This is an optimization exercise on Yosys and OpenROAD, whose aim is small area, not a production implementation. Only simulation tests tie the RTL to the original design; equivalence was not proved. Power figures rest on the tool's default switching activity, not on a simulated workload.

run C:
==> flow/design.v (excerpt) <==
module mips_exu (
	input         clk,
	input         rst_n,
	input         in_valid,
	input  [31:0] in_instr,
	output reg        res_valid,
	output reg [31:0] res_data,
	output reg        res_zero
);
Size in the first run: ~1100 flip-flops, ~69 I/O pins, ~0.047 mm^2 of cells after synthesis.
==> module mips_exu, before the edit <==
module mips_exu (
	input         clk,
	input         rst_n,
	input         in_valid,
	input  [31:0] in_instr,
	output reg        res_valid,
	output reg [31:0] res_data,
	output reg        res_zero
);
	wire [5:0]  op    = in_instr[31:26];
	wire [4:0]  rs    = in_instr[25:21];
	wire [4:0]  rt    = in_instr[20:16];
	wire [4:0]  rd    = in_instr[15:11];
	wire [4:0]  shamt = in_instr[10:6];
	wire [5:0]  func  = in_instr[5:0];
	wire [15:0] imm   = in_instr[15:0];
	wire op_r    = (op == 6'd0);
	wire imm_sext = (op == 6'd8) || (op == 6'd10) || (op == 6'd35) || (op == 6'd43);
	wire imm_zext = (op == 6'd12) || (op == 6'd13) || (op == 6'd14);
	wire use_imm  = imm_sext || imm_zext;
	wire writes   = op_r || (op == 6'd8) || (op == 6'd10) || imm_zext;
	wire wen      = in_valid && writes;
	wire [4:0] wreg = op_r ? rd : rt;
	wire [31:0] imm_ext = {{16{imm[15] & ~imm_zext}}, imm};
	reg  [31:0] regs [0:31];
	reg  [31:0] valid;            
	wire [31:0] alu_out;
	wire [31:0] busX, busY;
	wire [3:0] loX, loY, nloW;
	wire [7:0] hiX, hiY, nhiW;
	genvar g;
	generate
		for (g = 0; g < 4; g = g + 1) begin : g_lo
			assign loX[g]  = (rs[1:0] == g);
			assign loY[g]  = (rt[1:0] == g);
			assign nloW[g] = ~(wreg[1:0] == g);
		end
		for (g = 0; g < 8; g = g + 1) begin : g_hi
			assign hiX[g]  = (rs[4:2] == g);
			assign hiY[g]  = (rt[4:2] == g && !use_imm);
			assign nhiW[g] = ~(wreg[4:2] == g && wen);
		end
	endgenerate
	wire [31:0] selX, selY, we;
	generate
		for (g = 0; g < 32; g = g + 1) begin : g_reg
			exu_and3 u_sx(.a(valid[g]), .b(hiX[g/4]), .c(loX[g%4]), .y(selX[g]));
			exu_and3 u_sy(.a(valid[g]), .b(hiY[g/4]), .c(loY[g%4]), .y(selY[g]));
			exu_nor2 u_we(.a(nhiW[g/4]), .b(nloW[g%4]), .y(we[g]));
			wire valid_d;
			exu_or2  u_vd(.a(we[g]), .b(valid[g]), .y(valid_d));
			always @(posedge clk)
				if (we[g]) regs[g] <= alu_out;
			always @(posedge clk or negedge rst_n)
				if (!rst_n)
					valid[g] <= 1'b0;
				else
					valid[g] <= valid_d;
		end
	endgenerate
	generate
		for (g = 0; g < 32; g = g + 1) begin : g_rd
			wire [31:0] col;
			genvar k;
			for (k = 0; k < 32; k = k + 1) begin : g_col
				assign col[k] = regs[k][g];
			end
			exu_rdbit u_rx(.d({col[31], col}), .sel({selX[31], selX}), .q(busX[g]));
			exu_rdbit u_ry(.d({imm_ext[g], col}), .sel({use_imm, selY}), .q(busY[g]));
		end
	endgenerate
	wire alu_zero;
	exu_alu u_alu(
		.op(op), .func(func), .shamt(shamt), .x(busX), .y(busY),
		.out(alu_out), .zero(alu_zero)
	);
	always @(posedge clk or negedge rst_n) begin
		if (!rst_n)
			res_valid <= 1'b0;
		else
			res_valid <= in_valid;
	end
	always @(posedge clk) begin
		res_data <= alu_out;
		res_zero <= alu_zero;
	end
endmodule
==> flow/config.mk <==
export PLATFORM = sky130hd
export DESIGN_NAME = mips_exu
export DESIGN_NICKNAME = mips_exu
export VERILOG_FILES = /design/flow/design.v
export SDC_FILE = /design/flow/constraint.sdc
export NUM_CORES = 4
export LEC_CHECK = 0
export CAP_MARGIN = 10
export CORE_MARGIN = 2
export CORE_UTILIZATION = 50
export CTS_BUF_LIST = sky130_fd_sc_hd__clkbuf_8
export CTS_CLUSTER_DIAMETER = 80
export CTS_CLUSTER_SIZE = 16
export PLACE_DENSITY = 0.6
export SLEW_MARGIN = 10
export SYNTH_HIERARCHICAL = 1
export SYNTH_MINIMUM_KEEP_SIZE = 0
==> flow/constraint.sdc <==
create_clock -name core_clock -period 12.0 [get_ports {clk}]
set_input_delay 2.4000 -clock core_clock [delete_from_list [all_inputs] [get_ports {clk}]]
set_output_delay 2.4000 -clock core_clock [all_outputs]
set_load 0.01 [all_outputs]
run.sh (not shown) runs the stock make flow with config.mk's settings and CLKGATE_MAP_FILE= SYNTH_SCRIPT=/design/flow/synth_recipe.tcl, a recipe that flattens the netlist after the stock synthesis.
Edits applied to the flow inputs when going from run C to run A:
--- a/flow/design.v
+++ b/flow/design.v
@@ -32,4 +32,7 @@
 	assign y = a & b & c;
 endmodule
+module exu_ao22(input a1, b1, a2, b2, output y);
+	assign y = (a1 & b1) | (a2 & b2);
+endmodule
 module exu_or2(input a, b, output y);
 	assign y = a | b;
@@ -374,5 +377,5 @@
 		end
 	endgenerate
-	wire [31:0] selX, selY, we;
+	wire [31:0] selX, selY, we, nwe;
 	generate
 		for (g = 0; g < 32; g = g + 1) begin : g_reg
@@ -380,8 +383,14 @@
 			exu_and3 u_sy(.a(valid[g]), .b(hiY[g/4]), .c(loY[g%4]), .y(selY[g]));
 			exu_nor2 u_we(.a(nhiW[g/4]), .b(nloW[g%4]), .y(we[g]));
+			exu_or2  u_nwe(.a(nhiW[g/4]), .b(nloW[g%4]), .y(nwe[g]));
 			wire valid_d;
 			exu_or2  u_vd(.a(we[g]), .b(valid[g]), .y(valid_d));
+			wire [31:0] regs_d;
+			genvar k;
+			for (k = 0; k < 32; k = k + 1) begin : g_hold
+				exu_ao22 u_h(.a1(we[g]), .b1(alu_out[k]), .a2(nwe[g]), .b2(regs[g][k]), .y(regs_d[k]));
+			end
 			always @(posedge clk)
-				if (we[g]) regs[g] <= alu_out;
+				regs[g] <= regs_d;
 			always @(posedge clk or negedge rst_n)
 				if (!rst_n)
### Flow results
On sequential share of layout area: run A sits below run C. Number of buffers and inverters on the critical path is higher on run A. Compared run A vs run C, and clock period minus worst slack is down in run A. Between run C and run A, the flow reports count of buffers not belonging to the clock network in the layout decreasing by a little under 10%. Against run C, run A comes in 0.53% higher on maximum operating frequency. Combinational power share was higher in run C than in run A.

-- port drivers added, routing unchanged --
The results above use ideal ports. As a check the final layouts listed here were re-extracted and re-timed, cells and wires unchanged.
Step 1: set_driving_cell puts a clkbuf_16 on clk and a buf_2 on each other input, an assumption about the parent block.
Step 2 adds t to the input delays and takes it off the output delays; t is the mean of the earliest and latest rising clock arrival at the registers after step 1. Input paths then give back, and output paths get back, about the clock's delay inside the block.
a / b / c = no drivers / after step 1 / after step 2; a / b = the first two.
run | t, ns | setup WS [ns] | hold slack, ns | latest minus earliest clock arrival (ns)
run C | 0.828 | 0.834 / 0.818 / -0.009 | 0.493 / 0.493 / 0.493 | 0.061 / 0.061
run A | 0.871 | 0.893 / 0.932 / 0.061 | 0.492 / 0.492 / 0.492 | 0.056 / 0.056
Met with ideal ports but missed after step 2: setup timing in run C. For run C, which loses most, drivers alone change the setup slack by -0.016 ns; drivers and shift together by -0.843 ns.
